Background: an optimization exercise with open tools, aiming at small area. Do not read the settings as production practice.
The RTL was checked by simulation tests, not by an equivalence proof against the original design.
Power and IR drop assume default switching activity.

--- design/flow/flow/run.sh ---
#!/bin/bash
# The standard layout, except: after the standard synthesis the combinational
# logic is re-mapped for area (OpenROAD restructure) and gates left sized up
# are put back to drive 1 (the resizer sizes up again where slew or load needs
# it); the port buffers use the smallest buffer cell.
set -e
here=$(pwd)
export BUFFER_PORTS_ARGS="-buffer_cell sky130_fd_sc_hd__buf_1"
bash standard.sh synth > standard_synth.log 2>&1
res=$(dirname $(ls orfs/results/*/*/*/1_synth.odb))
lib=$here/restructure_lib.lib
python3 flow/libfilter.py $FLOW_HOME/platforms/sky130hd/lib/sky130_fd_sc_hd__tt_025C_1v80.lib $lib > libfilter.log 2>&1
mkdir -p restructure_work
sed -e "s#@LIB@#$lib#g" -e "s#@ODB@#$here/$res/1_synth.odb#g" -e "s#@SDC@#$here/$res/1_synth.sdc#g" \
    -e "s#@WORK@#$here/restructure_work#g" flow/restructure.tcl > restructure_run.tcl
openroad -no_init -exit restructure_run.tcl > restructure.log 2>&1
sed -e "s#@ODB@#$here/$res/1_synth.odb#" flow/downsize.tcl > downsize_run.tcl
openroad -no_init -exit downsize_run.tcl > downsize.log 2>&1
bash standard.sh > standard.log 2>&1
--- design/flow/flow/downsize.tcl ---
# Swap every combinational cell of drive strength 2 or more for its drive-1
# version (same pins); flip-flops and clock buffers are left as they are.
read_db @ODB@
set db [ord::get_db]
set block [[$db getChip] getBlock]
set n 0
foreach inst [$block getInsts] {
  set name [[$inst getMaster] getName]
  if {[regexp {^(sky130_fd_sc_hd__[a-z0-9]+)_([0-9]+)$} $name -> base drive]} {
    if {$drive <= 1 || [string match "*df*" $base] || [string match "*clkbuf*" $base] || [string match "*dl*" $base]} { continue }
    set m [$db findMaster "${base}_1"]
    if {$m == "NULL" || $m == ""} { continue }
    $inst swapMaster $m
    incr n
  }
}
puts "downsized $n cells"
write_db @ODB@
--- design/flow/flow/libfilter.py ---
#!/usr/bin/env python3
# Copy a liberty file without the cells that the platform marks don't-use
# (sky130hd: the lpflow_* cells and the probe cells), so that restructure's
# ABC mapping can not pick them.
import re, sys
src, dst = sys.argv[1], sys.argv[2]
text = open(src).read()
out = []
pos = 0
for m in re.finditer(r'\n\s*cell\s*\(\s*"?([A-Za-z0-9_]+)"?\s*\)\s*\{', text):
    if m.start() < pos:
        continue
    name = m.group(1)
    # find the end of this cell group by brace matching
    depth = 0
    i = m.end() - 1
    while True:
        c = text[i]
        if c == '{':
            depth += 1
        elif c == '}':
            depth -= 1
            if depth == 0:
                break
        i += 1
    if re.search(r'lpflow_|probe_p_|probec_p_', name):
        out.append(text[pos:m.start()])
        pos = i + 1
out.append(text[pos:])
open(dst, 'w').write(''.join(out))
--- design/flow/flow/restructure.tcl ---
# Re-map the combinational logic of the synthesized netlist for area with
# OpenROAD's restructure (ABC); flip-flops and ports are not touched.
# Then remove the buffers it leaves.
read_liberty @LIB@
read_db @ODB@
read_sdc @SDC@
restructure -liberty_file @LIB@ -target area \
  -tielo_port sky130_fd_sc_hd__conb_1/LO -tiehi_port sky130_fd_sc_hd__conb_1/HI \
  -work_dir @WORK@
# drop the buffers ABC left; repair_design adds back what slew and load need
remove_buffers
write_db @ODB@
--- design/flow/standard.sh ---
#!/bin/bash
# synth_recipe.tcl (not shown) runs the flow's synth.tcl, then flattens the netlist and writes it again
# the make line also repeats each setting of config.mk as NAME=value (left out here)
make -C /OpenROAD-flow-scripts/flow DESIGN_CONFIG=/design/flow/config.mk WORK_HOME=/design/flow/orfs CLKGATE_MAP_FILE= SYNTH_SCRIPT=/design/flow/synth_recipe.tcl "${@:-finish}"
--- design/flow/config.mk ---
export PLATFORM = sky130hd
export DESIGN_NAME = menu
export DESIGN_NICKNAME = menu
export VERILOG_FILES = /design/flow/design.v
export SDC_FILE = /design/flow/constraint.sdc
export NUM_CORES = 4
export LEC_CHECK = 0
export ABC_AREA = 1
export CAP_MARGIN = 20
export CORE_MARGIN = 2
export CORE_UTILIZATION = 40
export CTS_CLUSTER_DIAMETER = 150
export CTS_CLUSTER_SIZE = 22
export SLEW_MARGIN = 20
--- design/flow/constraint.sdc ---
create_clock -name core_clock -period 25.0 [get_ports {CLOCK_50}]
set_input_delay 5.0000 -clock core_clock [delete_from_list [all_inputs] [get_ports {CLOCK_50}]]
set_output_delay 5.0000 -clock core_clock [all_outputs]
set_load 0.01 [all_outputs]
--- design/flow/design.v ---
module jumpgame(CLOCK_50, reset, toggle, KEY, sel_prev,
                LEDR, LEDG, HEX0, HEX1, HEX2, HEX3, HEX4, HEX5, HEX6, HEX7,
                on, lost, dig0, dig1, dig4, dig5, hv_t, hv_o);
input CLOCK_50, reset, toggle, sel_prev;
input [3:0] KEY;
output reg [17:0] LEDR;
output reg [7:0] LEDG;
output reg [6:0] HEX0, HEX1, HEX2, HEX3, HEX4, HEX5, HEX6, HEX7;   
output reg lost;                           
output reg [3:0] dig0, dig1, dig4, dig5;
output [7:0] hv_t;    
output [3:0] hv_o;    
reg [6:0] clk_wall;
reg [3:0] wall_move;
reg winc;              
reg [11:0] clkrng;
reg visit, choose_wall;
reg [4:0] js;          
reg [6:0] clk_s, clk_l;
reg loss;
reg [3:0] wo, ho;
reg [2:0] wt, ht;
reg k0, k1, k2;
output reg on;         
reg [6:0] clk_wall_n;
reg [3:0] wall_move_n;
reg winc_n;
reg [2:0] lvl;         
reg [11:0] clkrng_n;
reg visit_n, choose_wall_n;
reg [4:0] js_n;
reg [6:0] clk_s_n, clk_l_n;
reg loss_n;
reg [3:0] wo_n, ho_n;
reg [2:0] wt_n, ht_n;
reg s_col, l_col;
reg wall_step, rng_wrap;
reg winz, hs_ge5, w_ge5;
reg [6:0] d_hex0, d_hex1, d_hex2, d_hex3, d_hex4, d_hex5, d_hex6, d_hex7;
reg [17:0] d_ledr;
reg [7:0] d_ledg;
always @* begin
	clk_wall_n = clk_wall; wall_move_n = wall_move; clkrng_n = clkrng; winc_n = 0;
	visit_n = visit; choose_wall_n = choose_wall;
	js_n = js; clk_s_n = clk_s; clk_l_n = clk_l;
	loss_n = loss;
	wt_n = wt; wo_n = wo;
	ht_n = ht; ho_n = ho;
	case(wt)
		0: lvl = (wo >= 5) ? 3'd1 : 3'd0;
		1: lvl = (wo >= 5) ? 3'd3 : 3'd2;
		2: lvl = (wo >= 5) ? 3'd5 : 3'd4;
		3: lvl = (wo != 0) ? 3'd6 : 3'd5;
		default: lvl = 6;
	endcase
	if (winc && ((wo == 5 && wt <= 2) || (wo == 0 && (wt == 1 || wt == 2)) || (wo == 1 && wt == 3))) lvl = lvl - 1;
	if (js >= 1 && js <= 8) begin
		s_col = !(js >= 2 && js <= 5);
		l_col = 1;
	end else if (js >= 9) begin
		s_col = !(js >= 10 && js <= 14);
		l_col = !(js >= 11 && js <= 13);
	end else begin
		s_col = 1;
		l_col = 1;
	end
	d_hex0 = 7'b1111111; d_hex1 = 7'b1111111; d_hex2 = 7'b1111111; d_hex3 = 7'b1111111;
	d_hex4 = 7'b1111111; d_hex5 = 7'b1111111; d_hex6 = 7'b1111111; d_hex7 = 7'b1111111;
	if (loss == 0) clk_wall_n = clk_wall_n + 1;
	case(lvl)
		1: wall_step = (clk_wall_n >= 78);
		2: wall_step = (clk_wall_n >= 75);
		3: wall_step = (clk_wall_n >= 70);
		4: wall_step = (clk_wall_n >= 65);
		5: wall_step = (clk_wall_n >= 60);
		6: wall_step = (clk_wall_n >= 55);
		default: wall_step = (clk_wall_n >= 80);
	endcase
	if (wall_step) begin
		wall_move_n = wall_move_n + 1;    
		clk_wall_n = 0;
	end
	case(lvl)
		1: rng_wrap = (clkrng > 1500);
		2: rng_wrap = (clkrng > 1750);
		3: rng_wrap = (clkrng > 2500);
		4: rng_wrap = (clkrng > 3000);
		5: rng_wrap = (clkrng > 3500);
		6: rng_wrap = (clkrng > 4000);
		default: rng_wrap = (clkrng != 0);
	endcase
	clkrng_n = rng_wrap ? 12'd0 : clkrng + 1;
	if (visit) choose_wall_n = (clkrng > 1000);
	case(wall_move_n)
		0: d_hex0[2] = 0;
		1: d_hex0[4] = 0;
		2: d_hex1[2] = 0;
		3: d_hex1[4] = 0;
		4: d_hex2[2] = 0;
		5: d_hex2[4] = 0;
		6: d_hex3[2] = 0;
		7: d_hex3[4] = 0;
		8: d_hex4[2] = 0;
		9: d_hex4[4] = 0;
		10: d_hex5[2] = 0;
		11: d_hex5[4] = 0;
		12: d_hex6[2] = 0;
		13: d_hex6[4] = 0;
		14: d_hex7[2] = 0;
		15: d_hex7[4] = 0;
	endcase
	if (choose_wall_n) case(wall_move_n)
		0: d_hex0[1] = 0;
		1: d_hex0[5] = 0;
		2: d_hex1[1] = 0;
		3: d_hex1[5] = 0;
		4: d_hex2[1] = 0;
		5: d_hex2[5] = 0;
		6: d_hex3[1] = 0;
		7: d_hex3[5] = 0;
		8: d_hex4[1] = 0;
		9: d_hex4[5] = 0;
		10: d_hex5[1] = 0;
		11: d_hex5[5] = 0;
		12: d_hex6[1] = 0;
		13: d_hex6[5] = 0;
		14: d_hex7[1] = 0;
		15: d_hex7[5] = 0;
	endcase
	if (wall_move_n == 0) visit_n = 0;
	if (wall_move_n == 15) begin
		if (visit == 0) begin
			if (s_col || (choose_wall_n && l_col)) begin
				loss_n = 1;
			end else begin
				winc_n = 1;
				if (wo == 9) begin
					wt_n = wt + 1; wo_n = 0;
				end else begin
					wo_n = wo + 1;
				end
			end
		end
		visit_n = 1;
	end
	if (!k1 && js_n == 0 && loss_n == 0) js_n = 1;
	if (!k2 && js_n == 0 && loss_n == 0) js_n = 9;
	if (js_n == 0) begin
		d_hex7[4] = 0;
	end else if (js_n <= 8) begin
		if (js_n <= 7) clk_s_n = clk_s_n + 1;
		if (clk_s_n > 100) begin
			js_n = js_n + 1;
			clk_s_n = 0;
		end
		if (js_n >= 2 && js_n <= 5) begin
			if (loss_n == 0) d_hex7[5] = 0;
		end else d_hex7[4] = 0;
		if (k1 && js_n == 8) js_n = 0;
	end else begin
		if (js_n <= 18) clk_l_n = clk_l_n + 1;
		if (clk_l_n > 100) begin
			js_n = js_n + 1;
			clk_l_n = 0;
		end
		if (js_n == 10 || js_n == 14) begin
			if (loss_n == 0) d_hex7[5] = 0;
		end else if (js_n >= 11 && js_n <= 13) begin
			if (loss_n == 0) d_hex7[0] = 0;
		end else d_hex7[4] = 0;
		if (k2 && js_n == 19) js_n = 0;
	end
	if (!k0) begin
		wall_move_n = 0;
		js_n = 0;
		loss_n = 0;
		wt_n = 0; wo_n = 0;
		visit_n = 0;
		choose_wall_n = 0;
		winc_n = 0;
	end
	d_ledr = 18'd0;
	if (wo_n > 0) d_ledr[17] = 1;
	if (wo_n > 1) d_ledr[16] = 1;
	if (wo_n > 2) d_ledr[15] = 1;
	if (wo_n > 3) d_ledr[14] = 1;
	if (wo_n > 4) d_ledr[13] = 1;
	if (wo_n > 5) d_ledr[12] = 1;
	if (wo_n > 6) d_ledr[11] = 1;
	if (wo_n > 7) d_ledr[10] = 1;
	if (wo_n > 8) d_ledr[9] = 1;
	d_ledg = 8'd0;
	case(wt_n)
		1: d_ledg = 8'b10000000;
		2: d_ledg = 8'b11000000;
		3: d_ledg = 8'b11100000;
		4: d_ledg = 8'b11110000;
		5: d_ledg = 8'b11111000;
		default: ;
	endcase
	winz = (wt_n == 0 && wo_n == 0);
	if ({wt_n, wo_n} >= {ht, ho} && !winz) begin
		ht_n = wt_n; ho_n = wo_n;
		if (wall_move_n[2]) begin
			d_ledg[0] = 0; d_ledg[1] = 1; d_ledg[2] = 0;
		end else begin
			d_ledg[0] = 1; d_ledg[1] = 0; d_ledg[2] = 1;
		end
	end
	w_ge5 = (wt_n >= 5);
	hs_ge5 = (ht_n >= 5);
	if (loss_n) begin
		d_ledg = 8'b11111111;
		d_hex3 = 7'b0001001;
		d_hex2 = 7'b0110111;
	end
	lost = loss_n;
	dig4 = wo_n;
	dig5 = w_ge5 ? 4'd5 : {1'b0, wt_n};
	dig0 = ho_n;
	dig1 = hs_ge5 ? 4'd5 : {1'b0, ht_n};
	LEDR = d_ledr; LEDG = d_ledg;
	HEX0 = d_hex0; HEX1 = d_hex1; HEX2 = d_hex2; HEX3 = d_hex3;
	HEX4 = d_hex4; HEX5 = d_hex5; HEX6 = d_hex6; HEX7 = d_hex7;
end
assign hv_t = {5'd0, sel_prev ? ht : ht_n};
assign hv_o = sel_prev ? ho : ho_n;
always @(posedge CLOCK_50)
	if (toggle) begin
		k0 <= KEY[0]; k1 <= KEY[1]; k2 <= KEY[2];
	end
always @(posedge CLOCK_50) begin
	if (reset) begin
		clk_wall <= 0; wall_move <= 0; winc <= 0; clkrng <= 0;
		visit <= 0; choose_wall <= 0;
		js <= 0; clk_s <= 0; clk_l <= 0;
		loss <= 0;
		wt <= 0; wo <= 0;
		ht <= 0; ho <= 0;
		on <= 0;
	end else if (toggle) begin
		on <= 1;
		if (on) begin
			clk_wall <= clk_wall_n; wall_move <= wall_move_n; winc <= winc_n; clkrng <= clkrng_n;
			visit <= visit_n; choose_wall <= choose_wall_n;
			js <= js_n; clk_s <= clk_s_n; clk_l <= clk_l_n;
			loss <= loss_n;
			wt <= wt_n; wo <= wo_n;
			ht <= ht_n; ho <= ho_n;
		end
	end
end
endmodule
module zapsgame(CLOCK_50, reset, toggle, KEY, SW, sel_prev,
                LEDR, LEDG, dig0, dig1, dig4, dig5, on, hs_view);
input CLOCK_50, reset, toggle, sel_prev;
input [3:0] KEY;
input [17:0] SW;
output reg [17:0] LEDR;
output reg [7:0] LEDG;
output reg [3:0] dig0, dig1, dig4, dig5;    
output reg on;                               
output [3:0] hs_view;                        
reg [6:0] Q;
reg incl;               
reg [4:0] T;
reg lit, nxt;           
reg [4:0] win;          
reg [3:0] winnum, hs;
reg [19:0] winnum2, hs2;
reg [5:0] R;
reg [4:0] S;
reg fast;               
reg [3:0] gcode;        
reg k0, k1, swb;
reg [6:0] Q_n;
reg incl_n;
reg [4:0] wprev;
reg [4:0] wmin;
reg [4:0] T_n;
reg lit_n, nxt_n;
reg [4:0] win_n;
reg [3:0] winnum_n, hs_n;
reg [19:0] winnum2_n, hs2_n;
reg [5:0] R_n;
reg [4:0] S_n;
reg fast_n;
reg [3:0] gcode_n;
reg [6:0] Q1;
reg [5:0] R1;
reg [4:0] Tload;
integer i;
always @* begin
	Q_n = Q; incl_n = 0; T_n = T; lit_n = lit; nxt_n = nxt; win_n = win;
	winnum_n = winnum; hs_n = hs; winnum2_n = winnum2; hs2_n = hs2;
	R_n = R; S_n = S; fast_n = fast; gcode_n = gcode;
	Q1 = Q + 1;
	wprev = win - incl;
	wmin = (wprev > 20) ? 5'd20 : wprev;
	if (Q1 + {wmin, 1'b0} >= 80 && T > 0) begin
		if (lit == 0) T_n = T - 1;
		Q_n = 0;
	end else begin
		Q_n = Q1;
	end
	if (winnum > 9) begin
		winnum_n = 0;
		winnum2_n = winnum2 + 1;
	end
	if (winnum2 > hs2) begin
		hs_n = winnum;
		hs2_n = winnum2;
	end else if (winnum2 == hs2) begin
		if (winnum > hs && win > 0) begin
			hs_n = winnum;
			hs2_n = winnum2;
		end
	end
	R1 = R + 1;
	if (R1 >= (fast ? 6'd25 : 6'd45)) begin
		S_n = (win > 7) ? S + 1 : 5'd0;
		R_n = 0;
	end else begin
		R_n = R1;
	end
	fast_n = (win > 20);
	if (win > 0 && win < 8) gcode_n = win[3:0];
	if (win > 7 && S >= 1 && S <= 16) gcode_n = S - 1;
	if (!k1) lit_n = 1;
	if (!k0 && k1) begin
		lit_n = 0;
		nxt_n = 0;
	end
	if (T < 1) T_n = 18;
	if (S > 17) S_n = 1;
	if (T < 18 && swb && lit) begin
		if (nxt == 0) begin
			if (win != 31) begin
				win_n = win + 1;
				incl_n = 1;
			end
			winnum_n = winnum + 1;
			nxt_n = 1;
		end
	end else if (lit) begin
		win_n = 0;
		winnum_n = 0;
		winnum2_n = 0;
		gcode_n = 0;
	end
	dig4 = winnum;
	dig5 = winnum2 > 9 ? 4'd9 : winnum2[3:0];
	dig0 = hs;
	dig1 = hs2 > 9 ? 4'd9 : hs2[3:0];
	LEDR = 0;
	for (i = 0; i < 18; i = i + 1)
		if (T == i) LEDR[i] = 1;
	for (i = 0; i < 8; i = i + 1)
		LEDG[7-i] = (gcode_n >= 1 && gcode_n <= 8 && i < gcode_n) || (gcode_n >= 9 && i + 8 >= gcode_n);
	Tload = on ? T_n : T;
end
assign hs_view = sel_prev ? hs : hs_n;
always @(posedge CLOCK_50)
	if (toggle) begin
		k0 <= KEY[0]; k1 <= KEY[1];
		swb <= (Tload < 18) ? SW[Tload] : 1'b0;
	end
always @(posedge CLOCK_50) begin
	if (reset) begin
		Q <= 0; incl <= 0; T <= 18; lit <= 0; nxt <= 0; win <= 0;
		winnum <= 0; hs <= 0; winnum2 <= 0; hs2 <= 0;
		R <= 0; S <= 0; fast <= 0; gcode <= 0;
		on <= 0;
	end else if (toggle) begin
		on <= 1;
		if (on) begin
			Q <= Q_n; incl <= incl_n; T <= T_n; lit <= lit_n; nxt <= nxt_n; win <= win_n;
			winnum <= winnum_n; hs <= hs_n; winnum2 <= winnum2_n; hs2 <= hs2_n;
			R <= R_n; S <= S_n; fast <= fast_n; gcode <= gcode_n;
		end
	end
end
endmodule
module timegame(CLOCK_50, reset, toggle, KEY, sel_prev,
                LEDG, showval, showend, value, clks, clkms, d4, on, hv_t, hv_o);
input CLOCK_50, reset, toggle, sel_prev;
input [3:0] KEY;
output reg [7:0] LEDG;                        
output reg showval;                           
output reg showend;                           
output reg on;                                
output reg [7:0] hv_t;                        
output reg [3:0] hv_o;                        
parameter IDLE = 0, START = 1, TIMING = 2, END = 3;
reg [1:0] state;
reg game;
reg [3:0] rng;         
output reg [3:0] value;
reg [6:0] clk;         
output reg [3:0] clkms;
output reg [4:0] clks;        
reg [7:0] wt, ht;
reg [3:0] wo, ho;
reg hinc;              
output reg [3:0] d4;          
wire wsmall = (wt == 0);                      
wire hit = ((clks == value && clkms < 5) || (clks == value - 1 && clkms >= 5));
always @(posedge CLOCK_50) begin
	if (reset) begin
		state <= IDLE; game <= 0; rng <= 0; value <= 0;
		clk <= 0; clkms <= 0; clks <= 0;
		wt <= 0; wo <= 0; ht <= 0; ho <= 0;
		hinc <= 0; d4 <= 0; on <= 0;
	end else if (toggle) begin
		on <= 1;
		rng <= (rng > 11) ? 4'd0 : rng + 1;
		case(state)
			IDLE: begin
				game <= 0;
				d4 <= wsmall ? wo : 4'd0;
				if (!KEY[2]) begin
					clk <= 0;
					clkms <= 0;
					clks <= 0;
					value <= (rng >= 1 && rng <= 10) ? rng + 5 : 4'd5;
					state <= START;
				end
			end
			START: begin
				d4 <= wsmall ? wo : 4'd0;
				if (clk == 99) begin
					clk <= 0;
					if (clkms == 9) begin
						clkms <= 0;
						clks <= clks + 1;
					end else begin
						clkms <= clkms + 1;
					end
				end else begin
					clk <= clk + 1;
				end
				if (clks >= 4) begin
					state <= TIMING;
					clk <= 0;
					clks <= 0;
					clkms <= 0;
				end
			end
			TIMING: begin
				if (wsmall) d4 <= wo;
				clk <= clk + 1;
				if (clk >= 100 && clkms < 10) begin
					clkms <= clkms + 1;
					clk <= 0;
				end
				if (clkms > 9) begin
					clks <= clks + 1;
					clkms <= 0;
				end
				if (clks > 19) begin
					state <= END;
					clks <= 0;
					clkms <= 0;
				end
				if (!KEY[1]) begin
					state <= END;
					clks <= clks;
					clkms <= clkms;
				end
			end
			END: begin
				if (wsmall) d4 <= wo;
				if (game == 0) begin
					game <= 1;
					if (hit) begin
						if (wo == 9) begin
							wt <= wt + 1; wo <= 0;
						end else begin
							wo <= wo + 1;
						end
					end else begin
						wt <= 0; wo <= 0;
					end
				end
				if (!KEY[2]) state <= IDLE;
			end
		endcase
		hinc <= 0;
		if ({wt, wo} >= {ht, ho}) begin
			ht <= wt; ho <= wo;
			hinc <= ({wt, wo} != {ht, ho});
		end
	end
end
reg started;
always @* begin
	started = (clk != 0 || clkms != 0 || clks != 0);    
	showval = (state == TIMING) || (state == END) || (state == START && started) || (state == IDLE && game);
	showend = (state == END || state == IDLE) && game;
	LEDG = 0;
	if (state == START && started) begin
		if (clks == 0 || (clks == 1 && clkms == 0 && clk == 0)) LEDG = 8'b11111111;
		else if (clks == 1 || (clks == 2 && clkms == 0 && clk == 0)) LEDG = 8'b11111100;
		else if (clks == 2 || (clks == 3 && clkms == 0 && clk == 0)) LEDG = 8'b11110000;
		else LEDG = 8'b11000000;
	end
	hv_t = ht; hv_o = ho;
	if (sel_prev && hinc) begin
		if (ho != 0) hv_o = ho - 1;
		else begin
			hv_o = 9;
			hv_t = ht - 1;
		end
	end
end
endmodule
module menu(CLOCK_50, LEDG, LEDR, KEY, SW, HEX0, HEX1, HEX2, HEX3, HEX4, HEX5, HEX6, HEX7, reset);
input reset;
input [3:0] KEY;
input [17:0] SW;
input CLOCK_50;
output reg [6:0] HEX0, HEX1, HEX2, HEX3, HEX4, HEX5, HEX6, HEX7;
output reg [7:0] LEDG;
output reg [17:0] LEDR;
parameter JUMP = 0, ZAPS = 1, BEAT = 2, TIME = 3;  
reg [1:0] state;
reg [1:0] game;        
reg menuon;
reg forset, backset;
reg left;              
wire [17:0] ledrj, ledrz;
wire [7:0] ledgj, ledgz, ledgt;
wire [6:0] rawj0, rawj1, rawj2, rawj3, rawj4, rawj5, rawj6, rawj7;
wire lostj;
wire [3:0] dj0, dj1, dj4, dj5, dz0, dz1, dz4, dz5;
wire jon, zon, ton, tval, tend;
wire [3:0] tvalue, tms, td4;
wire [4:0] tsec;
wire [7:0] hvj_t, hvt_t;
wire [3:0] hvj_o, hvt_o, hvz;
localparam [15:0] SA = 16'h0012, SB = 16'h0060, SC = 16'h0004, SD = 16'h0092,
                  SE = 16'hfeba, SF = 16'h008e, SG = 16'h0083;
function [6:0] seg;
	input [3:0] d;
	seg = {SG[d], SF[d], SE[d], SD[d], SC[d], SB[d], SA[d]};
endfunction
localparam [31:0] M0 = 32'haaaaaaaa, M1 = 32'h0cc330cc, M2 = 32'h0f03c0f0, M3 = 32'h300c0300;
function [3:0] mod10;
	input [4:0] x;
	mod10 = {M3[x], M2[x], M1[x], M0[x]};
endfunction
reg [7:0] hs_t;
reg [3:0] hs_o;
always @* begin
	case(state)
		JUMP: begin hs_t = hvj_t; hs_o = hvj_o; end
		ZAPS: begin hs_t = (hvz == 10) ? 8'd1 : 8'd0; hs_o = (hvz == 10) ? 4'd0 : hvz; end
		TIME: begin hs_t = hvt_t; hs_o = hvt_o; end
		default: begin hs_t = 0; hs_o = 0; end
	endcase
end
reg [6:0] r0, r1, r2, r3, r4, r5, r6, r7;
reg g0, g1, g2, g3, g4, g5, g6, g7, keep5;
reg [3:0] b0, b1, b2, b3, b4, b5, b6, b7;
reg [17:0] nledr;
reg [7:0] nledg;
always @* begin
	{r0, r1, r2, r3, r4, r5, r6, r7} = 0;
	{g0, g1, g2, g3, g4, g5, g6, g7} = 0;
	{b0, b1, b2, b3, b4, b5, b6, b7} = 0;
	keep5 = 0;
	nledr = 0; nledg = 0;
	if (menuon) begin
		case(state)
			JUMP: begin
				nledg = 8'b00001000;
				r3 = 7'b1110001; r2 = 7'b1000001; r1 = 7'b1001000; r0 = 7'b0001100;
			end
			ZAPS: begin
				nledg = 8'b00000100;
				r3 = 7'b0100100; r2 = 7'b0001000; r1 = 7'b0001100; r0 = 7'b0010010;
			end
			BEAT: begin
				nledg = 8'b00000010;
				r3 = 7'b0000000; r2 = 7'b0000110; r1 = 7'b0001000; r0 = 7'b1111000;
			end
			TIME: begin
				nledg = 8'b00000001;
				r3 = 7'b1111000; r2 = 7'b1111001; r1 = 7'b1001000; r0 = 7'b0000110;
			end
		endcase
		r7 = 7'b0001001;
		r6 = 7'b0110111;
		g4 = 1; b4 = hs_o;
		if (hs_t < 5) begin g5 = 1; b5 = hs_t[3:0]; end
		else keep5 = 1;
	end else begin
		case(game)
			JUMP: if (jon) begin
				nledg = ledgj; nledr = ledrj;
				r0 = rawj0; r1 = rawj1; r2 = rawj2; r3 = rawj3;
				r4 = rawj4; r5 = rawj5; r6 = rawj6; r7 = rawj7;
				g0 = lostj; g1 = lostj; g4 = lostj; g5 = lostj;
				b0 = dj0; b1 = dj1; b4 = dj4; b5 = dj5;
			end
			ZAPS: if (zon) begin
				nledg = ledgz; nledr = ledrz;
				g0 = 1; g1 = 1; g4 = 1; g5 = 1;
				b0 = dz0; b1 = dz1; b4 = dz4; b5 = dz5;
				r2 = 7'b0110111; r3 = 7'b0001001;
				r6 = 7'b0111111; r7 = 7'b0111111;
			end
			TIME: if (ton) begin
				nledg = ledgt;
				{g0, g1, g2, g3, g4, g5, g6, g7} = 8'b11111111;
				if (tend) begin
					g1 = 0; r1 = 7'b1111011;
					b0 = (tms > 9) ? 4'd0 : tms;
					b2 = (tsec >= 20) ? tsec - 20 : (tsec >= 10) ? tsec - 10 : tsec;
					b3 = (tsec >= 10) ? 4'd1 : 4'd0;
				end
				b4 = td4;
				if (tval) begin
					b6 = (tvalue >= 10) ? tvalue - 10 : tvalue;
					b7 = (tvalue >= 10) ? 4'd1 : 4'd0;
				end
			end
			default: ;
		endcase
	end
end
always @(posedge CLOCK_50) begin
	if(reset) begin
		forset <= 0; backset <= 0;
		state <= 0; game <= 0;
		menuon <= 1; left <= 0;
		HEX0 <= 0; HEX1 <= 0; HEX2 <= 0; HEX3 <= 0;
		HEX4 <= 0; HEX5 <= 0; HEX6 <= 0; HEX7 <= 0;
		LEDR <= 0;
		LEDG <= 0;
	end else begin
		left <= ~menuon;
		if(~KEY[3] && ~KEY[2] && ~KEY[1] && ~menuon) begin
			forset <= 1;
			backset <= 1;
			menuon <= 1;
		end
		if(KEY[1]) forset <= 0;
		if(KEY[2]) backset <= 0;
		LEDR <= nledr;
		LEDG <= nledg;
		HEX0 <= g0 ? seg(b0) : r0;
		HEX1 <= g1 ? seg(b1) : r1;
		HEX2 <= g2 ? seg(b2) : r2;
		HEX3 <= g3 ? seg(b3) : r3;
		HEX4 <= g4 ? seg(b4) : r4;
		if (!keep5) HEX5 <= g5 ? seg(b5) : r5;
		HEX6 <= g6 ? seg(b6) : r6;
		HEX7 <= g7 ? seg(b7) : r7;
		if(menuon) begin
			if(~KEY[2] && forset == 0 && backset == 0) begin  
				state <= state - 1;
				backset <= 1;
			end
			if(~KEY[1] && forset == 0 && backset == 0) begin  
				state <= state + 1;
				forset <= 1;
			end
			if(~KEY[0]) begin  
				menuon <= 0;
				game <= state;
			end
		end
	end
end
jumpgame runjump(.CLOCK_50(CLOCK_50), .reset(reset), .toggle(~menuon && game == JUMP), .KEY(KEY),
	.sel_prev(left && game == JUMP),
	.LEDR(ledrj), .LEDG(ledgj), .HEX0(rawj0), .HEX1(rawj1), .HEX2(rawj2), .HEX3(rawj3),
	.HEX4(rawj4), .HEX5(rawj5), .HEX6(rawj6), .HEX7(rawj7),
	.on(jon), .lost(lostj), .dig0(dj0), .dig1(dj1), .dig4(dj4), .dig5(dj5), .hv_t(hvj_t), .hv_o(hvj_o));
zapsgame runzaps(.CLOCK_50(CLOCK_50), .reset(reset), .toggle(~menuon && game == ZAPS), .KEY(KEY), .SW(SW),
	.sel_prev(left && game == ZAPS),
	.LEDR(ledrz), .LEDG(ledgz), .dig0(dz0), .dig1(dz1), .dig4(dz4), .dig5(dz5),
	.on(zon), .hs_view(hvz));
timegame runtime(.CLOCK_50(CLOCK_50), .reset(reset), .toggle(~menuon && game == TIME), .KEY(KEY),
	.sel_prev(left && game == TIME),
	.LEDG(ledgt), .showval(tval), .showend(tend), .value(tvalue), .clks(tsec), .clkms(tms), .d4(td4),
	.on(ton), .hv_t(hvt_t), .hv_o(hvt_o));
endmodule
==> flow_summary.html, run 1 <==
<table>
<tr><th>Metric</th><th>Value</th></tr>
<tr><th colspan="2">Placed design</th></tr>
<tr><td>DPL Wire Length</td><td>35900 um</td></tr>
<tr><td>Count of buffers from port buffering</td><td>105</td></tr>
<tr><td>Placer Congestion</td><td>0.940</td></tr>
<tr><th colspan="2">Timing</th></tr>
<tr><td>Final count of hold timing violations</td><td>0</td></tr>
<tr><td>Final worst path period need</td><td>9710 ps</td></tr>
<tr><td>Worst Skew</td><td>21.3 ps</td></tr>
<tr><td>Endpoints failing setup</td><td>0</td></tr>
<tr><td>Final Cycle Share</td><td>0.388</td></tr>
<tr><td>Slew Viols, Final</td><td>0</td></tr>
<tr><td>Final setup TNS</td><td>0 ps</td></tr>
<tr><td>RSZ-0062 raised after global routing</td><td>false</td></tr>
<tr><td>Worst slew margin relative to its limit</td><td>0.348</td></tr>
<tr><td>Min Hold Slack</td><td>459 ps</td></tr>
<tr><td>Highest clock frequency the design can meet</td><td>103 MHz</td></tr>
<tr><td>Slew at the pin with the worst max-slew slack</td><td>976 ps</td></tr>
<tr><th colspan="2">Yosys</th></tr>
<tr><td>Cell area after synthesis</td><td>15300 um^2</td></tr>
<tr><td>Syn_nets</td><td>2042</td></tr>
<tr><td>Syn Area/Cell</td><td>7.57 um^2</td></tr>
<tr><td>Total number of yosys warnings</td><td>4</td></tr>
<tr><td>Post-synthesis instance total</td><td>2018</td></tr>
<tr><th colspan="2">Status</th></tr>
<tr><td>Run status</td><td>timing/DRC/antenna clean</td></tr>
<tr><th colspan="2">Worst setup path</th></tr>
<tr><td>WP buf/inv</td><td>8</td></tr>
<tr><td>Worst-case reg-to-reg path depth</td><td>39</td></tr>
<tr><td>R2R Setup Slk</td><td>15290 ps</td></tr>
<tr><td>Data arrival time of the critical path</td><td>10160 ps</td></tr>
<tr><td>Origin of the critical flop-to-flop path</td><td>runjump.clk_wall[0]$_SDFFE_PP0P_</td></tr>
<tr><td>Endpoint kind of the worst setup timing path</td><td>flop</td></tr>
<tr><td>Worst Path Required</td><td>25450 ps</td></tr>
<tr><td>Largest fanout on the critical path</td><td>10</td></tr>
<tr><td>Worst R2R End</td><td>HEX5[5]$_SDFFE_PP0N_</td></tr>
<tr><td>Slowest cell on crit path</td><td>o22ai_1</td></tr>
<tr><td>Path type of the worst setup path</td><td>flop to flop</td></tr>
<tr><td>Worst Setup Start Kind</td><td>flop</td></tr>
<tr><td>Cell family with most CP delay</td><td>compound AO/OA/AOI/OAI gates</td></tr>
<tr><td>Slowest Stage Delay on Critical Path</td><td>550 ps</td></tr>
<tr><th colspan="2">CTS</th></tr>
<tr><td>Number of buffers added for setup after CTS</td><td>0</td></tr>
<tr><td>Maximum buffer depth of the clock tree</td><td>3</td></tr>
<tr><td>Number of hold buffers added after CTS</td><td>0</td></tr>
<tr><td>Number of instances resized during post-cts repair</td><td>0</td></tr>
<tr><td>Total clock buffers created by CTS</td><td>17</td></tr>
<tr><td>Root buffer cell</td><td>clkbuf_16</td></tr>
<tr><td>Clock sinks</td><td>299</td></tr>
<tr><td>Deepest level of the CTS H-tree</td><td>1</td></tr>
<tr><td>Clock latency of the later-clocked register in the worst-skew pair</td><td>530 ps</td></tr>
<tr><td>Clock transition at the registers of the reported paths</td><td>90 ps</td></tr>
<tr><td>CTS tree</td><td>done</td></tr>
<tr><th colspan="2">Layout</th></tr>
<tr><td>Area delta synth-&gt;final</td><td>10.8%</td></tr>
<tr><td>Fill cells</td><td>3905</td></tr>
<tr><td>Number of nets in the finished design</td><td>2187</td></tr>
<tr><td>Share of cells above drive strength 1</td><td>0.0203</td></tr>
<tr><td>Ant diodes</td><td>0</td></tr>
<tr><th colspan="2">GRT</th></tr>
<tr><td>Number of global-route vias before repair</td><td>14000</td></tr>
<tr><td>Total global-route track usage</td><td>0.237</td></tr>
<tr><td>Antenna violations before repair</td><td>0</td></tr>
<tr><td>Total congestion overflow after global routing</td><td>0</td></tr>
<tr><td>Pin count of the biggest net entering global routing</td><td>71</td></tr>
<tr><td>Wire length of the first global-routing pass</td><td>75900 um</td></tr>
<tr><th colspan="2">Hold path</th></tr>
<tr><td>Number of stages on the worst hold path</td><td>1</td></tr>
<tr><td>Hold wc startpoint</td><td>runzaps.Q[0]$_SDFFE_PP0P_</td></tr>
<tr><td>Hold worst-path end</td><td>runzaps.Q[0]$_SDFFE_PP0P_</td></tr>
<tr><td>Path class of the lowest-slack min-delay path</td><td>flop to flop</td></tr>
<tr><th colspan="2">Die</th></tr>
<tr><td>Initial core utilization</td><td>0.406</td></tr>
<tr><td>Die area</td><td>39800 um^2</td></tr>
<tr><td>Placeable core region</td><td>37700 um^2</td></tr>
<tr><td>I/O Pins</td><td>106</td></tr>
<tr><td>Number of rows in the core area</td><td>71</td></tr>
<tr><td>Die X-Extent</td><td>199 um</td></tr>
<tr><td>Die Y-Extent</td><td>199 um</td></tr>
<tr><th colspan="2">Route</th></tr>
<tr><td>Mean routed wirelength per cell</td><td>18.1 um</td></tr>
<tr><td>Via total after detailed routing</td><td>15800</td></tr>
<tr><td>Total DRC errors in the routed layout</td><td>0</td></tr>
<tr><td>Remaining number of nets flagged by the antenna check after routing</td><td>0</td></tr>
<tr><td>Via/cell ratio</td><td>5.90</td></tr>
<tr><td>TritonRoute pass-1 iters</td><td>6</td></tr>
<tr><td>Initial drt markers</td><td>1531</td></tr>
<tr><td>Total wire length</td><td>48300 um</td></tr>
<tr><th colspan="2">Pwr</th></tr>
<tr><td>Worst vdd rail ir drop</td><td>0.0412 mV</td></tr>
<tr><td>PnR Total Power</td><td>0.877 mW</td></tr>
<tr><td>Power per Cell Area</td><td>51.8 nW/um^2</td></tr>
<tr><td>Leakage dissipation</td><td>5.48 nW</td></tr>
<tr><th colspan="2">Flow run</th></tr>
<tr><td>Maximum capacitance violations</td><td>0</td></tr>
</table>
==> worst max-delay path by stage <==
stage,start,endpoint,cells after the start
detailed placement,runjump.clk_wall[0]$_SDFFE_PP0P_,HEX5[5]$_SDFFE_PP0N_,39
CTS,runjump.clk_wall[0]$_SDFFE_PP0P_,HEX5[5]$_SDFFE_PP0N_,38
finish,runjump.clk_wall[0]$_SDFFE_PP0P_,HEX5[5]$_SDFFE_PP0N_,39
global placement,runjump.clk_wall[0]$_SDFFE_PP0P_,HEX5[5]$_SDFFE_PP0N_,38
floorplan,game[0]$_SDFFE_PP0P_,runzaps.winnum2[19]$_SDFFE_PP0P_,44
global route,runjump.clk_wall[0]$_SDFFE_PP0P_,HEX5[1]$_SDFFE_PP0N_,42
==> stage by stage <==
stage                     instances  setup slack, ps  utilization  cell area (um^2)
final                          2677            15290        0.450             16900
after detailed placement       2655            15680        0.438             16500
after global routing           2677            14260        0.450             16900
after floorplan                2018            17180            -             15300
after CTS                      2677            15630        0.450             16900
after global placement         2655            16080        0.438             16500
==> sequential cells by signal, summed over array words and instances (netlist names), 7 cells and up <==
name,cells
runzaps.hs2,20
runzaps.winnum2,20
LEDR,18
runjump.clkrng,12
LEDG,8
runtime.ht,8
runtime.wt,8
HEX0,7
HEX1,7
HEX2,7
HEX3,7
HEX4,7
HEX5,7
HEX6,7
HEX7,7
runjump.clk_l,7
runjump.clk_s,7
runjump.clk_wall,7
runtime.clk,7
runzaps.Q,7
==> where the power goes <==
group / internal [mW] / switching [mW] / total, mW
clock network: 0.126 / 0.163 / 0.289
registers: 0.489 / 0.00837 / 0.497
logic: 0.0277 / 0.0637 / 0.0914
==> cell type report <==
| type | count | area [um^2] | area share |
|---|---|---|---|
| sequential | 299 | 6050 | 0.357 |
| multi-input combinational | 1398 | 8040 | 0.475 |
| tap | 511 | 639 | 0.0377 |
| timing repair buffer | 126 | 556 | 0.0328 |
| clock inverter | 1 | 11.3 | 0.000665 |
| clock buffer | 21 | 440 | 0.0260 |
| inverter | 321 | 1200 | 0.0711 |
==> cell usage in the layout (no fill, tap or decap), types with 22 or more instances in the layout <==
| master | count |
|---|---|
| a211oi_1 | 36 |
| a21oi_1 | 128 |
| a221oi_1 | 45 |
| a31oi_1 | 40 |
| buf_1 | 104 |
| clkinv_1 | 320 |
| dfxtp_1 | 293 |
| nand2_1 | 117 |
| nand3_1 | 29 |
| nor2_1 | 334 |
| nor3_1 | 65 |
| o21a_1 | 56 |
| o21ai_0 | 152 |
| o221a_1 | 31 |
| o22a_1 | 22 |
| o22ai_1 | 67 |
==> per-layer routing <==
metal | vias up | global-route usage | wire (um)
li1 | 7771 | - | -
met4 | 0 | 0.0826 | 1820
met1 | 7383 | 0.330 | 22000
met2 | 559 | 0.382 | 21500
met5 | - | 0 | 0
met3 | 90 | 0.0257 | 3070
==> worst reg2reg max path: cells and delay by family, from the launching register on <==
kind / cells / cell delay, ps
AO/OA/AOI/OAI: 15 / 3930
AND/OR/NAND/NOR: 16 / 3650
buffers and inverters: 8 / 1670
flip-flops: 1 / 340
==> inputs of run 2 (changes only) <==
==> design/flow/flow/run.sh (replaced) <==
#!/bin/bash
# The standard layout, except: after the standard synthesis its combinational
# logic is re-mapped for area with Yosys/ABC (the registers are kept as they
# are), gates left sized up are put back to drive 1 (the resizer sizes up
# again where slew or load needs it), and the port buffers use the smallest
# buffer cell.
set -e
here=$(pwd)
export BUFFER_PORTS_ARGS="-buffer_cell sky130_fd_sc_hd__buf_1"
bash standard.sh synth > standard_synth.log 2>&1
res=$(dirname $(ls orfs/results/*/*/*/1_synth.odb))
mkdir -p remap
python3 flow/libsplit.py $FLOW_HOME/platforms/sky130hd/lib/sky130_fd_sc_hd__tt_025C_1v80.lib $here/remap > remap/libsplit.log 2>&1
cp $res/1_2_yosys.v remap/1_2_yosys_standard.v
sed -e "s#@DIR@#$here/remap#g" -e "s#@NETLIST@#$here/$res/1_2_yosys.v#g" -e "s#@TOP@#$FLOW_TOP#g" flow/remap.ys > remap/remap_run.ys
yosys -q -l remap/remap.log -s remap/remap_run.ys > remap/remap_stdout.log 2>&1
# rebuild the synthesis database from the re-mapped netlist
rm -f $res/1_synth.odb $res/1_synth.sdc
bash standard.sh synth > standard_synth2.log 2>&1
sed -e "s#@ODB@#$here/$res/1_synth.odb#" flow/downsize.tcl > downsize_run.tcl
openroad -no_init -exit downsize_run.tcl > downsize.log 2>&1
bash standard.sh > standard.log 2>&1
==> design/flow/flow/libsplit.py (new file) <==
#!/usr/bin/env python3
# Split the platform's liberty file for the re-mapping step:
#   comb.lib     combinational cells (read as logic so they can be re-mapped)
#   seq.lib      sequential cells (read as black boxes: the registers stay as they are)
#   abc.lib      the single-output combinational cells ABC may map to
# Cells the platform marks don't-use (sky130hd: lpflow_*, probe*) are left out of all three.
import re, sys
src, outdir = sys.argv[1], sys.argv[2]
text = open(src).read()
ms = list(re.finditer(r'\n\s*cell\s*\(\s*"?([A-Za-z0-9_]+)"?\s*\)\s*\{', text))
header = text[:ms[0].start()]
comb, seq, abc = [], [], []
last = ms[0].start()
for m in ms:
    if m.start() < last:
        continue
    depth = 0
    i = m.end() - 1
    while True:
        c = text[i]
        if c == '{':
            depth += 1
        elif c == '}':
            depth -= 1
            if depth == 0:
                break
        i += 1
    body = text[m.start():i + 1]
    last = i + 1
    name = m.group(1)
    if re.search(r'lpflow_|probe_p_|probec_p_', name):
        continue
    if re.search(r'\b(ff|latch|statetable)\s*\(', body):
        seq.append(body)
        continue
    comb.append(body)
    if len(re.findall(r'direction\s*:\s*"?output', body)) == 1:
        abc.append(body)
footer = text[last:]
for fn, cells in (('comb.lib', comb), ('seq.lib', seq), ('abc.lib', abc)):
    open(outdir + '/' + fn, 'w').write(header + ''.join(cells) + footer)
print(len(comb), len(seq), len(abc))
==> design/flow/flow/remap.ys (new file) <==
# Re-map the combinational logic of the standard synthesis for area with ABC.
# The registers are black boxes here, so they keep their cells and names.
read_liberty -lib @DIR@/seq.lib
read_liberty -ignore_miss_func @DIR@/comb.lib
read_verilog @NETLIST@
hierarchy -top @TOP@
flatten
opt_clean
abc -liberty @DIR@/abc.lib -script "+strash;dc2;resub;rewrite;balance;resub;rewrite;resub,-z;rewrite,-z;refactor,-z;dch,-f;amap"
opt_clean -purge
setundef -zero
splitnets
opt_clean -purge
hilomap -singleton -hicell sky130_fd_sc_hd__conb_1 HI -locell sky130_fd_sc_hd__conb_1 LO
insbuf -buf sky130_fd_sc_hd__buf_4 A X
rename -enumerate
stat -liberty @DIR@/comb.lib -liberty @DIR@/seq.lib
write_verilog -noattr -nohex -nodec @NETLIST@
removed: design/flow/flow/libfilter.py
removed: design/flow/flow/restructure.tcl
==> run 2 against run 1 <==
Net effect: total power down 2.9%; still clean on timing, DRC and antenna; sequential share of layout area increased by 0.90 points; final cell count hardly changed.
==> flow_summary.html, run 2 <==
<table>
<tr><th>Metric</th><th>Value</th></tr>
<tr><th colspan="2">Status</th></tr>
<tr><td>Run status</td><td>timing/DRC/antenna clean</td></tr>
<tr><th colspan="2">Worst setup path</th></tr>
<tr><td>Data arrival time of the critical path</td><td>10350 ps</td></tr>
<tr><td>Largest fanout on the critical path</td><td>9</td></tr>
<tr><td>Slowest cell on crit path</td><td>o21ai_0</td></tr>
<tr><td>Slowest Stage Delay on Critical Path</td><td>700 ps</td></tr>
<tr><td>Worst R2R End</td><td>HEX5[3]$_SDFFE_PP0N_</td></tr>
<tr><td>Worst Setup Start Kind</td><td>flop</td></tr>
<tr><td>Most used cell along the critical path</td><td>nor2_1</td></tr>
<tr><td>R2R Setup Slk</td><td>15070 ps</td></tr>
<tr><td>Critical Path End</td><td>HEX5[3]$_SDFFE_PP0N_</td></tr>
<tr><td>Worst Path Required</td><td>25420 ps</td></tr>
<tr><td>Worst-case reg-to-reg path depth</td><td>44</td></tr>
<tr><td>Origin of the critical flop-to-flop path</td><td>runjump.wt[1]$_SDFFE_PP0P_</td></tr>
<tr><td>Critical path origin</td><td>runjump.wt[1]$_SDFFE_PP0P_</td></tr>
<tr><td>Path type of the worst setup path</td><td>flop to flop</td></tr>
<tr><td>Endpoint kind of the worst setup timing path</td><td>flop</td></tr>
<tr><th colspan="2">Layout</th></tr>
<tr><td>Number of nets in the finished design</td><td>2231</td></tr>
<tr><td>Share of cells above drive strength 1</td><td>0.0167</td></tr>
<tr><td>Final instance area</td><td>16500 um^2</td></tr>
<tr><td>Ant diodes</td><td>0</td></tr>
<tr><td>Highest-count cells in the layout ignoring fill and taps</td><td>nor2_1, dfxtp_1, clkinv_1</td></tr>
<tr><td>Largest regs</td><td>runzaps.hs2 x20, runzaps.winnum2 x20, LEDR x18</td></tr>
<tr><td>Most common library cell in the layout ignoring fill and taps</td><td>nor2_1</td></tr>
<tr><td>Area delta synth-&gt;final</td><td>10.2%</td></tr>
<tr><th colspan="2">Timing</th></tr>
<tr><td>Slew at the pin with the worst max-slew slack</td><td>1050 ps</td></tr>
<tr><td>RSZ-0062 raised after global routing</td><td>false</td></tr>
<tr><td>Worst Skew</td><td>18.1 ps</td></tr>
<tr><td>Highest clock frequency the design can meet</td><td>101 MHz</td></tr>
<tr><td>Final Cycle Share</td><td>0.397</td></tr>
<tr><td>Final setup TNS</td><td>0 ps</td></tr>
<tr><td>Final worst path period need</td><td>9930 ps</td></tr>
<tr><td>Slew Viols, Final</td><td>0</td></tr>
<tr><td>Endpoints failing setup</td><td>0</td></tr>
<tr><td>Final count of hold timing violations</td><td>0</td></tr>
<tr><td>Worst slew margin relative to its limit</td><td>0.300</td></tr>
<tr><th colspan="2">CTS</th></tr>
<tr><td>CTS tree</td><td>done</td></tr>
<tr><td>Number of instances resized during post-cts repair</td><td>0</td></tr>
<tr><td>Total clock buffers created by CTS</td><td>17</td></tr>
<tr><td>Number of buffers added for setup after CTS</td><td>0</td></tr>
<tr><td>Number of hold buffers added after CTS</td><td>0</td></tr>
<tr><td>Root buffer cell</td><td>clkbuf_16</td></tr>
<tr><td>Clock sinks</td><td>299</td></tr>
<tr><td>Deepest level of the CTS H-tree</td><td>1</td></tr>
<tr><td>Clock transition at the registers of the reported paths</td><td>100 ps</td></tr>
<tr><td>Maximum buffer depth of the clock tree</td><td>3</td></tr>
<tr><td>Clock latency of the later-clocked register in the worst-skew pair</td><td>530 ps</td></tr>
<tr><th colspan="2">GRT</th></tr>
<tr><td>Pin count of the biggest net entering global routing</td><td>57</td></tr>
<tr><td>Total congestion overflow after global routing</td><td>0</td></tr>
<tr><td>Antenna violations before repair</td><td>0</td></tr>
<tr><td>Total global-route track usage</td><td>0.243</td></tr>
<tr><td>Wire length of the first global-routing pass</td><td>76200 um</td></tr>
<tr><td>Number of global-route vias before repair</td><td>14100</td></tr>
<tr><th colspan="2">Die</th></tr>
<tr><td>Placeable core region</td><td>36800 um^2</td></tr>
<tr><td>Number of rows in the core area</td><td>70</td></tr>
<tr><td>Initial core utilization</td><td>0.408</td></tr>
<tr><td>Die Y-Extent</td><td>198 um</td></tr>
<tr><td>I/O Pins</td><td>106</td></tr>
<tr><td>Die area</td><td>39000 um^2</td></tr>
<tr><td>Die X-Extent</td><td>198 um</td></tr>
<tr><th colspan="2">Route</th></tr>
<tr><td>Initial drt markers</td><td>1354</td></tr>
<tr><td>Mean routed wirelength per cell</td><td>18.0 um</td></tr>
<tr><td>Via total after detailed routing</td><td>15600</td></tr>
<tr><td>Total DRC errors in the routed layout</td><td>0</td></tr>
<tr><td>Total wire length</td><td>48300 um</td></tr>
<tr><td>Via/cell ratio</td><td>5.83</td></tr>
<tr><td>Remaining number of nets flagged by the antenna check after routing</td><td>0</td></tr>
<tr><td>TritonRoute pass-1 iters</td><td>7</td></tr>
<tr><th colspan="2">Pwr</th></tr>
<tr><td>Worst vdd rail ir drop</td><td>0.0484 mV</td></tr>
<tr><td>Leakage dissipation</td><td>5.40 nW</td></tr>
<tr><td>Power per Cell Area</td><td>51.5 nW/um^2</td></tr>
<tr><th colspan="2">Hold path</th></tr>
<tr><td>Path class of the lowest-slack min-delay path</td><td>flop to flop</td></tr>
<tr><th colspan="2">Yosys</th></tr>
<tr><td>Syn Area/Cell</td><td>7.23 um^2</td></tr>
<tr><td>Post-synthesis instance total</td><td>2074</td></tr>
<tr><td>Total number of yosys warnings</td><td>4</td></tr>
<tr><td>Syn_nets</td><td>2098</td></tr>
<tr><td>Cell area after synthesis</td><td>15000 um^2</td></tr>
<tr><th colspan="2">Flow run</th></tr>
<tr><td>Maximum capacitance violations</td><td>0</td></tr>
<tr><th colspan="2">Placed design</th></tr>
<tr><td>Count of buffers from port buffering</td><td>105</td></tr>
<tr><td>Post-Place Cell Area</td><td>16100 um^2</td></tr>
<tr><td>Placer Congestion</td><td>1.00</td></tr>
<tr><td>DPL Wire Length</td><td>37300 um</td></tr>
</table>
## run 2: cell types whose count changed in the layout (fill, tap and decap cells not counted), sizes merged, moves of 15 or more
cell and change:
nor3 +18, a22oi +15, clkinv -30, nor2 +127, nor2b +23, o221a -22, o21a -48, nand2 +49
a21oi -44
## run 2: how the worst min path moves through the flow
stage / cells after the start / end / from
final: 2 / runtime.on$_SDFFE_PP0P_ / runtime.on$_SDFFE_PP0P_
after global routing: 2 / runtime.on$_SDFFE_PP0P_ / runtime.on$_SDFFE_PP0P_
after CTS: 2 / runtime.on$_SDFFE_PP0P_ / runtime.on$_SDFFE_PP0P_
after detailed placement: 2 / runtime.on$_SDFFE_PP0P_ / runtime.on$_SDFFE_PP0P_
after global placement: 2 / runtime.on$_SDFFE_PP0P_ / runtime.on$_SDFFE_PP0P_
after floorplan: 2 / runtime.on$_SDFFE_PP0P_ / runtime.on$_SDFFE_PP0P_
## run 2: critical path, delay by kind of cell (launching register included)
kind / cells / cell delay (ps)
simple gates: 20 / 3040
flops: 1 / 370
buf+inv: 6 / 1290
compound gates: 18 / 5110
## run 2: final cells by class
cell class | count | area (um^2)
flip-flops and latches | 299 | 6050
well taps | 468 | 586
clock inverters | 2 | 20.0
fillers | 3759 | 20300
multi-input cells | 1478 | 7830
repair buffers | 121 | 515
clock buffers | 20 | 437
inverters | 290 | 1090
## run 2: power by group
group	internal [mW]	leakage, nW	switching, mW	total, mW
Clock	0.126	0.224	0.166	0.292
Combinational	0.0184	2.74	0.0487	0.0671
Sequential	0.487	2.43	0.00542	0.493
Total	0.632	5.40	0.220	0.852
## run 2: stage by stage
step / setup WS (ps) / total power [mW] / hold slack [ps] / cells / util
floorplan: 16740 / 0.540 / 415 / 2074 / -
global placement: 15670 / 0.570 / 429 / 2655 / 0.437
detailed placement: 15270 / 0.570 / 437 / 2655 / 0.437
CTS: 15200 / 0.859 / 449 / 2677 / 0.449
global route: 13860 / 0.884 / 473 / 2678 / 0.449
finish: 15070 / 0.852 / 446 / 2678 / 0.449
## run 2: layer usage
| metal | vias up | wire, um | GRT usage |
|---|---|---|---|
| met5 | - | 0 | 0 |
| li1 | 7727 | - | - |
| met1 | 7214 | 21600 | 0.330 |
| met2 | 561 | 21800 | 0.400 |
| met3 | 105 | 3190 | 0.0304 |
| met4 | 0 | 1720 | 0.0810 |
==> inputs of run 3 (changes only) <==
--- a/design/flow/flow/remap.ys
+++ b/design/flow/flow/remap.ys
@@ -6,7 +6,7 @@
 hierarchy -top @TOP@
 flatten
 opt_clean
-abc -liberty @DIR@/abc.lib -script "+strash;dc2;resub;rewrite;balance;resub;rewrite;resub,-z;rewrite,-z;refactor,-z;dch,-f;amap"
+abc -liberty @DIR@/abc.lib -script "+strash;dc2;resub;rewrite;balance;resub;rewrite;resub,-z;rewrite,-z;refactor,-z;strash;dc2;resub;rewrite;balance;resub;rewrite;resub,-z;rewrite,-z;refactor,-z;strash;dc2;resub;rewrite;balance;resub;rewrite;resub,-z;rewrite,-z;refactor,-z;strash;dc2;resub,-K,8;rewrite;resub,-K,10,-N,2;rewrite,-z;refactor,-z;resub,-K,12,-z;strash;dc2;resub,-K,8;rewrite;resub,-K,10,-N,2;rewrite,-z;refactor,-z;resub,-K,12,-z;strash;dc2;resub,-K,8;rewrite;resub,-K,10,-N,2;rewrite,-z;refactor,-z;resub,-K,12,-z;dch,-f;amap;strash;strash;dc2;resub;rewrite;balance;resub;rewrite;resub,-z;rewrite,-z;refactor,-z;strash;dc2;resub;rewrite;balance;resub;rewrite;resub,-z;rewrite,-z;refactor,-z;strash;dc2;resub,-K,8;rewrite;resub,-K,10,-N,2;rewrite,-z;refactor,-z;resub,-K,12,-z;strash;dc2;resub,-K,8;rewrite;resub,-K,10,-N,2;rewrite,-z;refactor,-z;resub,-K,12,-z;dch,-f;amap"
 opt_clean -purge
 setundef -zero
 splitnets
==> run 3 against run 2 <==
Net effect: register-to-register slack better by 1100 ps; final cell count down 4.5%; sequential cell count unchanged; worst setup slack better by 1100 ps; area after synthesis down 4.2%; combinational power down 5.7%; die area down 4.1%; total power down 0.50%; via count down 5.5%; critical path type unchanged.
==> flow_summary.html, run 3 <==
<table>
<tr><th>Metric</th><th>Value</th></tr>
<tr><th colspan="2">Status</th></tr>
<tr><td>Run status</td><td>timing/DRC/antenna clean</td></tr>
<tr><th colspan="2">Worst setup path</th></tr>
<tr><td>Worst R2R End</td><td>HEX5[5]$_SDFFE_PP0N_</td></tr>
<tr><td>Critical path origin</td><td>runjump.wt[2]$_SDFFE_PP0P_</td></tr>
<tr><td>Data arrival time of the critical path</td><td>9310 ps</td></tr>
<tr><td>Slowest cell on crit path</td><td>a211oi_1</td></tr>
<tr><td>Worst-case reg-to-reg path depth</td><td>45</td></tr>
<tr><td>Worst Path Required</td><td>25440 ps</td></tr>
<tr><td>Path type of the worst setup path</td><td>flop to flop</td></tr>
<tr><td>R2R Setup Slk</td><td>16130 ps</td></tr>
<tr><td>Largest fanout on the critical path</td><td>7</td></tr>
<tr><td>Worst Setup Start Kind</td><td>flop</td></tr>
<tr><td>Origin of the critical flop-to-flop path</td><td>runjump.wt[2]$_SDFFE_PP0P_</td></tr>
<tr><td>Most used cell along the critical path</td><td>nor2_1</td></tr>
<tr><td>Endpoint kind of the worst setup timing path</td><td>flop</td></tr>
<tr><td>Slowest Stage Delay on Critical Path</td><td>610 ps</td></tr>
<tr><td>Critical Path End</td><td>HEX5[5]$_SDFFE_PP0N_</td></tr>
<tr><th colspan="2">Pwr</th></tr>
<tr><td>Worst vdd rail ir drop</td><td>0.0453 mV</td></tr>
<tr><td>PnR Total Power</td><td>0.848 mW</td></tr>
<tr><td>Net switching power</td><td>0.217 mW</td></tr>
<tr><td>Leakage dissipation</td><td>5.13 nW</td></tr>
<tr><td>Clk network pwr share</td><td>0.343</td></tr>
<tr><td>Internal power</td><td>0.631 mW</td></tr>
<tr><td>Sequential cell fraction of total power</td><td>0.582</td></tr>
<tr><td>Power per Cell Area</td><td>53.4 nW/um^2</td></tr>
<tr><td>Switching part of the total power</td><td>0.256</td></tr>
<tr><td>Combinational cell fraction of total power</td><td>0.075</td></tr>
<tr><th colspan="2">Route</th></tr>
<tr><td>Total DRC errors in the routed layout</td><td>0</td></tr>
<tr><td>Via/cell ratio</td><td>5.77</td></tr>
<tr><td>Initial drt markers</td><td>1118</td></tr>
<tr><td>Via total after detailed routing</td><td>14800</td></tr>
<tr><td>Mean routed wirelength per cell</td><td>17.9 um</td></tr>
<tr><td>Total wire length</td><td>45700 um</td></tr>
<tr><td>TritonRoute pass-1 iters</td><td>7</td></tr>
<tr><td>Remaining number of nets flagged by the antenna check after routing</td><td>0</td></tr>
<tr><th colspan="2">Layout</th></tr>
<tr><td>Largest regs</td><td>runzaps.hs2 x20, runzaps.winnum2 x20, LEDR x18</td></tr>
<tr><td>Number of nets in the finished design</td><td>2117</td></tr>
<tr><td>Final core utilization</td><td>0.447</td></tr>
<tr><td>Ant diodes</td><td>0</td></tr>
<tr><td>Final instance area</td><td>15900 um^2</td></tr>
<tr><td>Area delta synth-&gt;final</td><td>10.5%</td></tr>
<tr><td>Highest-count cells in the layout ignoring fill and taps</td><td>nor2_1, dfxtp_1, clkinv_1</td></tr>
<tr><td>Share of cells above drive strength 1</td><td>0.0153</td></tr>
<tr><td>Most common library cell in the layout ignoring fill and taps</td><td>nor2_1</td></tr>
<tr><th colspan="2">Die</th></tr>
<tr><td>Die X-Extent</td><td>194 um</td></tr>
<tr><td>I/O Pins</td><td>106</td></tr>
<tr><td>Placeable core region</td><td>35500 um^2</td></tr>
<tr><td>Number of rows in the core area</td><td>69</td></tr>
<tr><td>Initial core utilization</td><td>0.405</td></tr>
<tr><td>Die area</td><td>37400 um^2</td></tr>
<tr><td>Die Y-Extent</td><td>194 um</td></tr>
<tr><th colspan="2">CTS</th></tr>
<tr><td>Deepest level of the CTS H-tree</td><td>1</td></tr>
<tr><td>Clock sinks</td><td>299</td></tr>
<tr><td>Number of hold buffers added after CTS</td><td>0</td></tr>
<tr><td>Clock transition at the registers of the reported paths</td><td>90 ps</td></tr>
<tr><td>Clock latency of the later-clocked register in the worst-skew pair</td><td>530 ps</td></tr>
<tr><td>CTS tree</td><td>done</td></tr>
<tr><td>Maximum buffer depth of the clock tree</td><td>3</td></tr>
<tr><td>Total clock buffers created by CTS</td><td>17</td></tr>
<tr><td>Number of buffers added for setup after CTS</td><td>0</td></tr>
<tr><td>Number of instances resized during post-cts repair</td><td>0</td></tr>
<tr><td>Root buffer cell</td><td>clkbuf_16</td></tr>
<tr><th colspan="2">Timing</th></tr>
<tr><td>Slew at the pin with the worst max-slew slack</td><td>902 ps</td></tr>
<tr><td>Worst slew margin relative to its limit</td><td>0.393</td></tr>
<tr><td>Final worst path period need</td><td>8870 ps</td></tr>
<tr><td>Final Cycle Share</td><td>0.355</td></tr>
<tr><td>Highest clock frequency the design can meet</td><td>113 MHz</td></tr>
<tr><td>Final count of hold timing violations</td><td>0</td></tr>
<tr><td>Setup slack of the critical path after layout</td><td>16130 ps</td></tr>
<tr><td>Slew Viols, Final</td><td>0</td></tr>
<tr><td>Final setup TNS</td><td>0 ps</td></tr>
<tr><td>RSZ-0062 raised after global routing</td><td>false</td></tr>
<tr><td>Worst Skew</td><td>30.4 ps</td></tr>
<tr><td>Endpoints failing setup</td><td>0</td></tr>
<tr><th colspan="2">GRT</th></tr>
<tr><td>Total congestion overflow after global routing</td><td>0</td></tr>
<tr><td>Total global-route track usage</td><td>0.237</td></tr>
<tr><td>Number of global-route vias before repair</td><td>13800</td></tr>
<tr><td>Pin count of the biggest net entering global routing</td><td>70</td></tr>
<tr><td>Antenna violations before repair</td><td>0</td></tr>
<tr><td>Wire length of the first global-routing pass</td><td>73400 um</td></tr>
<tr><th colspan="2">Placed design</th></tr>
<tr><td>DPL Wire Length</td><td>35100 um</td></tr>
<tr><td>Post-Place Cell Area</td><td>15400 um^2</td></tr>
<tr><td>Count of buffers from port buffering</td><td>105</td></tr>
<tr><td>Placer Congestion</td><td>0.937</td></tr>
<tr><td>Worst Setup Slack post-DPL</td><td>16410 ps</td></tr>
<tr><th colspan="2">Yosys</th></tr>
<tr><td>Syn Area/Cell</td><td>7.31 um^2</td></tr>
<tr><td>Syn_nets</td><td>1988</td></tr>
<tr><td>Post-synthesis instance total</td><td>1964</td></tr>
<tr><td>Total number of yosys warnings</td><td>4</td></tr>
<tr><td>Cell area after synthesis</td><td>14400 um^2</td></tr>
<tr><th colspan="2">Hold path</th></tr>
<tr><td>Path class of the lowest-slack min-delay path</td><td>flop to flop</td></tr>
<tr><th colspan="2">Flow run</th></tr>
<tr><td>Maximum capacitance violations</td><td>0</td></tr>
</table>
## run 3: worst min path at each step
stage	startpoint	to	cells after the start
global route	runtime.on$_SDFFE_PP0P_	runtime.on$_SDFFE_PP0P_	2
finish	runtime.on$_SDFFE_PP0P_	runtime.on$_SDFFE_PP0P_	2
CTS	runtime.on$_SDFFE_PP0P_	runtime.on$_SDFFE_PP0P_	2
floorplan	runtime.on$_SDFFE_PP0P_	runtime.on$_SDFFE_PP0P_	2
detailed placement	runtime.on$_SDFFE_PP0P_	runtime.on$_SDFFE_PP0P_	2
global placement	runtime.on$_SDFFE_PP0P_	runtime.on$_SDFFE_PP0P_	2
## run 3: through the flow
step	hold slack (ps)	std cells
after floorplan	415	1964
after global placement	429	2535
after detailed placement	433	2535
after CTS	447	2557
after global routing	462	2557
final	445	2557
## run 3: area by class of cell
type / count / area, um^2
Clock buffer: 21 / 440
Inverter: 283 / 1060
Fill cell: 3668 / 19600
Sequential cell: 299 / 6050
Clock inverter: 1 / 11.3
Multi-Input combinational cell: 1375 / 7240
Tap cell: 461 / 577
Timing Repair Buffer: 117 / 488
## run 3: metal layers
metal  global-route usage  share of wire  vias to the layer above
li1                     -              -                     7297
met1                0.315           0.45                     6875
met2                0.404           0.46                      473
met3               0.0262          0.055                      110
met4               0.0727          0.034                        0
met5                    0              0                        -
## run 3: power groups by stage
stage          registers [mW]  clock network [mW]  logic, mW
6_report                0.494               0.291     0.0633
2_1_floorplan           0.506                   0     0.0323
4_1_cts                 0.494               0.299     0.0628
3_3_place_gp            0.505                   0     0.0626
5_1_grt                 0.495               0.316     0.0689
3_5_place_dp            0.505                   0     0.0626
## run 3: worst max-delay path, delay by kind of cell, from the launching register on
kind	cells	cell delay, ps
AO/OA/AOI/OAI	17	3840
buffers and inverters	6	1120
flip-flops	1	390
AND/OR/NAND/NOR	22	3430

-- re-timing with driven ports --
Ports are ideal in the flow. The routed layouts listed here were re-timed in OpenROAD.
Step 1, drivers: a clkbuf_16 drives CLOCK_50 and a buf_2 each remaining input, both assumed.
Step 2 adds t to the input delays and takes it off the output delays; t is the mean of the earliest and latest rising clock arrival at the registers after step 1. Input paths then give back, and output paths get back, about the clock's delay inside the block.
Slacks: ideal ports / drivers / drivers and shift; pairs: ideal ports / drivers.
run | t, ns | slack for setup (ns) | hold WS [ns] | worst register clock-pin slew, ns
run 1 | 0.573 | 15.292 / 15.292 / 15.292 | 0.459 / 0.459 / 0.459 | 0.10 / 0.10
run 2 | 0.574 | 15.071 / 15.071 / 15.071 | 0.446 / 0.446 / 0.446 | 0.10 / 0.10
run 3 | 0.565 | 16.134 / 16.134 / 16.134 | 0.445 / 0.445 / 0.445 | 0.11 / 0.11
After both steps every run listed still meets setup and hold.
